Background: an optimization exercise with open tools, aiming at small area, a short achievable clock period and few clock cycles per item. Do not read the settings as production practice. Where RTL was checked, it was by simulation tests only, not by an equivalence proof against the original. No activity file was given, so power comes from the tool's default toggle rates.

==> module led_serial, before the edit <==
module led_serial
   (
    clk,
    reset,
    keyi,
    datai,
    dataq,
    start,
    done);
   input          clk;
   input          reset;
   input  [127:0] keyi;
   input  [ 63:0] datai;
   output [ 63:0] dataq;
   input          start;
   output         done;
   wire [127:0] g, gx;
   rng u_rng (.clk(clk), .reset(reset), .o(g), .x(gx));
   reg        done_r;    
   reg        lk2;       
   reg        gph;       
   reg        fph;       
   reg        fin;       
   reg  [5:0] rc;        
   reg  [1:0] rs;        
   reg        kp;        
   reg        aka;       
   reg        akb;       
   wire go   = done_r & start;
   wire last = (rc == 6'h04);       
   wire stp  = fph & ~last & (rs == 2'h3);    
   always @(posedge clk, posedge reset)
     if (reset) begin
        done_r <= 1'b1;
        lk2    <= 1'b0;
        gph    <= 1'b0;
        fph    <= 1'b0;
        fin    <= 1'b0;
        rc     <= 6'h0;
        rs     <= 2'h0;
        kp     <= 1'b0;
        aka    <= 1'b0;
        akb    <= 1'b0;
     end else begin
        done_r <= (done_r & ~start) | fin;
        lk2    <= go;
        gph    <= lk2 | (fph & ~last);
        fph    <= gph;
        fin    <= fph & last;
        aka    <= stp & ~kp;
        akb    <= lk2 | (stp & kp) | (fph & last);
        if (lk2) begin
           rc <= 6'h1;
           rs <= 2'h0;
           kp <= 1'b0;
        end else if (fph) begin
           rc <= {rc[4:0], ~(rc[5] ^ rc[4])};
           rs <= rs + 2'h1;
           if (rs == 2'h3) kp <= ~kp;
        end
     end
   assign done = done_r;
   reg  [63:0] ka0, ka1, kb0, kb1;
   wire        kload = go | lk2;
   wire [63:0] kin   = lk2 ? keyi[63:0] : keyi[127:64];
   always @(posedge clk) begin
      ka0 <= kload ? (kin ^ g[127:64]) : kb0;
      ka1 <= kload ? g[127:64]         : kb1;
      kb0 <= ka0;
      kb1 <= ka1;
   end
   reg  [63:0] s0, s1;
   wire [63:0] k0  = ({64{aka}} & ka0) | ({64{akb}} & kb0);
   wire [63:0] k1  = ({64{aka}} & ka1) | ({64{akb}} & kb1);
   wire [5:0]  rcg = gph ? rc : 6'h0;
   reg  [63:0] ac;
   always @(*) begin
      ac = 64'h0;
      ac[63-4*(0) -: 4]  = {gph, 3'b000};
      ac[63-4*(1) -: 4]  = {1'b0, rcg[5:3]};
      ac[63-4*(4) -: 4]  = {gph, 2'b00, gph};
      ac[63-4*(5) -: 4]  = {1'b0, rcg[2:0]};
      ac[63-4*(8) -: 4]  = {2'b00, gph, 1'b0};
      ac[63-4*(9) -: 4]  = {1'b0, rcg[5:3]};
      ac[63-4*(12) -: 4] = {2'b00, gph, gph};
      ac[63-4*(13) -: 4] = {1'b0, rcg[2:0]};
   end
   wire [63:0] t0  = s0 ^ k0 ^ ac;
   wire [63:0] t1  = s1 ^ k1;
   reg  [63:0] y1, y2, y3;
   wire [63:0] y1n, y2n, y3n;
   wire [63:0] f0, f1;
   genvar i;
   generate
      for (i = 0; i < 16; i = i + 1) begin : sb
         sbox_g ug (.a(t0[63-4*(i) -: 4]), .b(t1[63-4*(i) -: 4]),
                    .m4({g[8*i+0], g[8*i+1], g[8*i+4], g[8*i+5]}),
                    .m3({g[8*i+2], g[8*i+3], g[8*i+6], g[8*i+7]}),
                    .n1({gx[8*i+1], gx[8*i+2], gx[8*i+5], gx[8*i+6]}),
                    .y1(y1n[63-4*(i) -: 4]), .y2(y2n[63-4*(i) -: 4]), .y3(y3n[63-4*(i) -: 4]));
         sbox_f uf (.y1(y1[63-4*(i) -: 4]), .y2(y2[63-4*(i) -: 4]), .y3(y3[63-4*(i) -: 4]),
                    .a(f0[63-4*(i) -: 4]), .b(f1[63-4*(i) -: 4]));
      end
   endgenerate
   always @(posedge clk) begin
      y1 <= y1n;
      y2 <= y2n;
      y3 <= y3n;
   end
   function [3:0] gm2;
      input [3:0] d;
      gm2 = {d[2], d[1], d[3] ^ d[0], d[3]};
   endfunction
   function [63:0] srmc;
      input [63:0] x;
      reg [3:0] c0, c1, c2, c3, n;
      integer j, k;
      begin
         srmc = 64'h0;
         for (j = 0; j < 4; j = j + 1) begin
            c0 = x[63-4*(j) -: 4];
            c1 = x[63-4*(4 + ((j + 1) % 4)) -: 4];
            c2 = x[63-4*(8 + ((j + 2) % 4)) -: 4];
            c3 = x[63-4*(12 + ((j + 3) % 4)) -: 4];
            for (k = 0; k < 4; k = k + 1) begin
               n = gm2(gm2(c0)) ^ c1 ^ gm2(c2) ^ gm2(c3);
               c0 = c1; c1 = c2; c2 = c3; c3 = n;
            end
            srmc[63-4*(j) -: 4]      = c0;
            srmc[63-4*(4 + j) -: 4]  = c1;
            srmc[63-4*(8 + j) -: 4]  = c2;
            srmc[63-4*(12 + j) -: 4] = c3;
         end
      end
   endfunction
   wire [63:0] m0 = srmc(f0);
   wire [63:0] m1 = srmc(f1);
   always @(posedge clk) begin
      s0 <= lk2 ? (datai ^ g[63:0]) : m0;
      s1 <= lk2 ? g[63:0]           : m1;
   end
   reg [63:0] dq;
   always @(posedge clk)
     if (fin) dq <= t0 ^ t1;
   assign dataq = dq;
endmodule
make LEC_CHECK=0 CAP_MARGIN=20 CORE_MARGIN=2 CORE_UTILIZATION=40 PLACE_DENSITY=0.6 SETUP_SLACK_MARGIN=2.5 SLEW_MARGIN=20 finish   # period 6.0 ns
run.sh (not shown) runs the stock make flow with config.mk's settings and CLKGATE_MAP_FILE= SYNTH_SCRIPT=/design/flow/synth_recipe.tcl, a recipe that flattens the netlist after the stock synthesis.
Rerun with:
--- a/flow/design.v
+++ b/flow/design.v
@@ -84,9 +84,6 @@
    reg  [1:0] rs;        
    reg        kp;        
-   reg        aka;       
-   reg        akb;       
    wire go   = done_r & start;
    wire last = (rc == 6'h04);       
-   wire stp  = fph & ~last & (rs == 2'h3);    
    always @(posedge clk, posedge reset)
      if (reset) begin
@@ -99,6 +96,4 @@
         rs     <= 2'h0;
         kp     <= 1'b0;
-        aka    <= 1'b0;
-        akb    <= 1'b0;
      end else begin
         done_r <= (done_r & ~start) | fin;
@@ -107,6 +102,4 @@
         fph    <= gph;
         fin    <= fph & last;
-        aka    <= stp & ~kp;
-        akb    <= lk2 | (stp & kp) | (fph & last);
         if (lk2) begin
            rc <= 6'h1;
@@ -130,6 +123,7 @@
    end
    reg  [63:0] s0, s1;
-   wire [63:0] k0  = ({64{aka}} & ka0) | ({64{akb}} & kb0);
-   wire [63:0] k1  = ({64{aka}} & ka1) | ({64{akb}} & kb1);
+   wire        ak  = (gph & (rs == 2'h0)) | fin;
+   wire [63:0] k0  = ak ? (kp ? ka0 : kb0) : 64'h0;
+   wire [63:0] k1  = ak ? (kp ? ka1 : kb1) : 64'h0;
    wire [5:0]  rcg = gph ? rc : 6'h0;
    reg  [63:0] ac;
Result:
- die area climbs by 2.0%
- setup slack loses 0.0060 ns
- global-route usage shrinks by 0.29 points
- fmax barely changes
- clock skew stays flat
No functional check of the RTL was part of any run of this note.


== red ==
Another version of the RTL of led_serial (not shown whole).
For scale: roughly 5000 cells after synthesis, roughly 780 flip-flops, ~260 I/O pins, about 0.047 mm2 of cells after synthesis.
==> module led_serial, before the edit <==
module led_serial
   (
    clk,
    reset,
    keyi,
    datai,
    dataq,
    start,
    done);
   input          clk;
   input          reset;
   input  [127:0] keyi;
   input  [ 63:0] datai;
   output [ 63:0] dataq;
   input          start;
   output         done;
   wire [127:0] g, gx;
   rng u_rng (.clk(clk), .reset(reset), .o(g), .x(gx));
   reg        done_r;    
   reg        first;     
   reg        gph;       
   reg        fph;       
   reg        fin;       
   reg  [5:0] rc;        
   reg  [1:0] rs;        
   reg        ak;        
   wire go   = done_r & start;
   wire last = (rc == 6'h04);       
   wire stp  = fph & ~last & (rs == 2'h3);    
   always @(posedge clk, posedge reset)
     if (reset) begin
        done_r <= 1'b1;
        first  <= 1'b0;
        gph    <= 1'b0;
        fph    <= 1'b0;
        fin    <= 1'b0;
        rc     <= 6'h0;
        rs     <= 2'h0;
        ak     <= 1'b0;
     end else begin
        done_r <= (done_r & ~start) | fin;
        first  <= go;
        gph    <= go | (fph & ~last);
        fph    <= gph;
        fin    <= fph & last;
        ak     <= go | stp | (fph & last);
        if (go) begin
           rc <= 6'h1;
           rs <= 2'h0;
        end else if (fph) begin
           rc <= {rc[4:0], ~(rc[5] ^ rc[4])};
           rs <= rs + 2'h1;
        end
     end
   assign done = done_r;
   reg  [127:0] kr0, kr1;
   always @(posedge clk) begin
      kr0 <= done_r ? (keyi ^ g) : {kr0[119:0], kr0[127:120]};
      kr1 <= done_r ? g          : {kr1[119:0], kr1[127:120]};
   end
   reg  [63:0] s0, s1;
   wire [63:0] u0  = first ? datai : s0;
   wire [63:0] u1  = s1 & {64{~first}};
   wire [63:0] k0  = {64{ak}} & kr0[127:64];
   wire [63:0] k1  = {64{ak}} & kr1[127:64];
   wire [5:0]  rcg = gph ? rc : 6'h0;
   reg  [63:0] ac;
   always @(*) begin
      ac = 64'h0;
      ac[63-4*(0) -: 4]  = {gph, 3'b000};
      ac[63-4*(1) -: 4]  = {1'b0, rcg[5:3]};
      ac[63-4*(4) -: 4]  = {gph, 2'b00, gph};
      ac[63-4*(5) -: 4]  = {1'b0, rcg[2:0]};
      ac[63-4*(8) -: 4]  = {2'b00, gph, 1'b0};
      ac[63-4*(9) -: 4]  = {1'b0, rcg[5:3]};
      ac[63-4*(12) -: 4] = {2'b00, gph, gph};
      ac[63-4*(13) -: 4] = {1'b0, rcg[2:0]};
   end
   wire [63:0] t0  = u0 ^ k0 ^ ac;
   wire [63:0] t1  = u1 ^ k1;
   reg  [63:0] y1, y2, y3;
   wire [63:0] y1n, y2n, y3n;
   wire [63:0] f0, f1;
   genvar i;
   generate
      for (i = 0; i < 16; i = i + 1) begin : sb
         sbox_g ug (.a(t0[63-4*(i) -: 4]), .b(t1[63-4*(i) -: 4]),
                    .m4({g[8*i+0], g[8*i+1], g[8*i+4], g[8*i+5]}),
                    .m3({g[8*i+2], g[8*i+3], g[8*i+6], g[8*i+7]}),
                    .n1({gx[8*i+1], gx[8*i+2], gx[8*i+5], gx[8*i+6]}),
                    .y1(y1n[63-4*(i) -: 4]), .y2(y2n[63-4*(i) -: 4]), .y3(y3n[63-4*(i) -: 4]));
         sbox_f uf (.y1(y1[63-4*(i) -: 4]), .y2(y2[63-4*(i) -: 4]), .y3(y3[63-4*(i) -: 4]),
                    .a(f0[63-4*(i) -: 4]), .b(f1[63-4*(i) -: 4]));
      end
   endgenerate
   always @(posedge clk) begin
      y1 <= y1n;
      y2 <= y2n;
      y3 <= y3n;
   end
   function [3:0] gm2;
      input [3:0] d;
      gm2 = {d[2], d[1], d[3] ^ d[0], d[3]};
   endfunction
   function [63:0] srmc;
      input [63:0] x;
      reg [3:0] c0, c1, c2, c3, n;
      integer j, k;
      begin
         srmc = 64'h0;
         for (j = 0; j < 4; j = j + 1) begin
            c0 = x[63-4*(j) -: 4];
            c1 = x[63-4*(4 + ((j + 1) % 4)) -: 4];
            c2 = x[63-4*(8 + ((j + 2) % 4)) -: 4];
            c3 = x[63-4*(12 + ((j + 3) % 4)) -: 4];
            for (k = 0; k < 4; k = k + 1) begin
               n = gm2(gm2(c0)) ^ c1 ^ gm2(c2) ^ gm2(c3);
               c0 = c1; c1 = c2; c2 = c3; c3 = n;
            end
            srmc[63-4*(j) -: 4]      = c0;
            srmc[63-4*(4 + j) -: 4]  = c1;
            srmc[63-4*(8 + j) -: 4]  = c2;
            srmc[63-4*(12 + j) -: 4] = c3;
         end
      end
   endfunction
   always @(posedge clk) begin
      s0 <= srmc(f0);
      s1 <= srmc(f1);
   end
   reg [63:0] dq;
   always @(posedge clk)
     if (fin) dq <= t0 ^ t1;
   assign dataq = dq;
endmodule
make LEC_CHECK=0 CAP_MARGIN=20 CORE_MARGIN=2 CORE_UTILIZATION=70 CTS_CLUSTER_DIAMETER=100 CTS_CLUSTER_SIZE=24 PLACE_DENSITY=0.85 SETUP_SLACK_MARGIN=2.8 SLEW_MARGIN=20 finish   # period 6.0 ns
Testbench counts of red, summed over its fixed seeds: cycles 4,704, items 48.
Inputs modified between red and blue:
--- a/flow/design.v
+++ b/flow/design.v
@@ -80,11 +80,13 @@
    reg        gph;       
    reg        fph;       
    reg        fin;       
    reg  [5:0] rc;        
    reg  [1:0] rs;        
-   reg        ak;        
+   reg        kp;        
+   reg        aka;       
+   reg        akb;       
    wire go   = done_r & start;
    wire last = (rc == 6'h04);       
    wire stp  = fph & ~last & (rs == 2'h3);    
    always @(posedge clk, posedge reset)
      if (reset) begin
@@ -93,37 +95,44 @@
         gph    <= 1'b0;
         fph    <= 1'b0;
         fin    <= 1'b0;
         rc     <= 6'h0;
         rs     <= 2'h0;
-        ak     <= 1'b0;
+        kp     <= 1'b0;
+        aka    <= 1'b0;
+        akb    <= 1'b0;
      end else begin
         done_r <= (done_r & ~start) | fin;
         first  <= go;
         gph    <= go | (fph & ~last);
         fph    <= gph;
         fin    <= fph & last;
-        ak     <= go | stp | (fph & last);
+        aka    <= go | (stp & kp) | (fph & last);
+        akb    <= stp & ~kp;
         if (go) begin
            rc <= 6'h1;
            rs <= 2'h0;
+           kp <= 1'b0;
         end else if (fph) begin
            rc <= {rc[4:0], ~(rc[5] ^ rc[4])};
            rs <= rs + 2'h1;
+           if (rs == 2'h3) kp <= ~kp;
         end
      end
    assign done = done_r;
-   reg  [127:0] kr0, kr1;
+   reg  [63:0] ka0, ka1, kb0, kb1;
    always @(posedge clk) begin
-      kr0 <= done_r ? (keyi ^ g) : {kr0[119:0], kr0[127:120]};
-      kr1 <= done_r ? g          : {kr1[119:0], kr1[127:120]};
+      ka0 <= done_r ? (keyi[127:64] ^ g[127:64]) : kb0;
+      ka1 <= done_r ? g[127:64]                  : kb1;
+      kb0 <= done_r ? (keyi[63:0] ^ g[63:0])     : ka0;
+      kb1 <= done_r ? g[63:0]                    : ka1;
    end
    reg  [63:0] s0, s1;
    wire [63:0] u0  = first ? datai : s0;
    wire [63:0] u1  = s1 & {64{~first}};
-   wire [63:0] k0  = {64{ak}} & kr0[127:64];
-   wire [63:0] k1  = {64{ak}} & kr1[127:64];
+   wire [63:0] k0  = ({64{aka}} & ka0) | ({64{akb}} & kb0);
+   wire [63:0] k1  = ({64{aka}} & ka1) | ({64{akb}} & kb1);
    wire [5:0]  rcg = gph ? rc : 6'h0;
    reg  [63:0] ac;
    always @(*) begin
       ac = 64'h0;
       ac[63-4*(0) -: 4]  = {gph, 3'b000};
[summary]
Global-route usage, red and blue: higher on red
The final cell count without fillers reported for blue is smaller than that of red by 3.0%.
On number of sequential storage elements, red and blue are neck and neck.
Taking red over blue, the layout multi-input combinational cell count ratio works out to 1.05.
Per the comparison of blue with red, worst hold slack across all endpoints now sits higher; met1 usage in global routing now sits lower.
Compared to red, the routing of blue uses less wire.
Slack of the critical path delta (blue − red): unfavourable
Lower cell area after synthesis was reported by blue, not red.
Switching part of the total, red and blue: larger value in red
The fraction of layout cells with a size suffix above 1 reported for blue is greater than that of red by 2.8 points.
Going from red to blue, count of standard-cell rows dropped about 1%, detailed-route via count went down by 337, total power after layout roughly the same.
Testbench counts of blue, summed over its fixed seeds: cycles 4,704, items 48.

re-timing with driven ports:
In the flow no input, the clock included, has a driving cell. The finished layouts below were timed again as built, in two steps. Step 1 (the two cells are an assumption about what drives the block):
set clk [get_ports {clk}]
set_driving_cell -lib_cell sky130_fd_sc_hd__clkbuf_16 $clk
set_driving_cell -lib_cell sky130_fd_sc_hd__buf_2 [delete_from_list [all_inputs] $clk]
Step 2 moves the port delays by t, midway between the first and last clock arrival at a register: inputs arrive t later, outputs are due t later. That takes back most of the time a late clock gives input paths. Slacks: no drivers / after step 1 / after step 2; pairs: no drivers / after step 1.
run | shift t [ns] | setup WS [ns] | latest minus earliest clock arrival (ns)
the first run of note 1 | 0.739 | 2.542 / 2.542 / 2.057 | 0.032 / 0.032
the second run of note 1 | 0.738 | 2.536 / 2.536 / 2.063 | 0.034 / 0.033
red | 0.681 | 2.774 / 2.774 / 2.260 | 0.035 / 0.036
blue | 0.673 | 2.673 / 2.675 / 2.041 | 0.026 / 0.026
After both steps every run listed still meets setup and hold. The setup slack of blue, which loses most, moves by +0.002 ns with the drivers and by -0.632 ns with both steps.
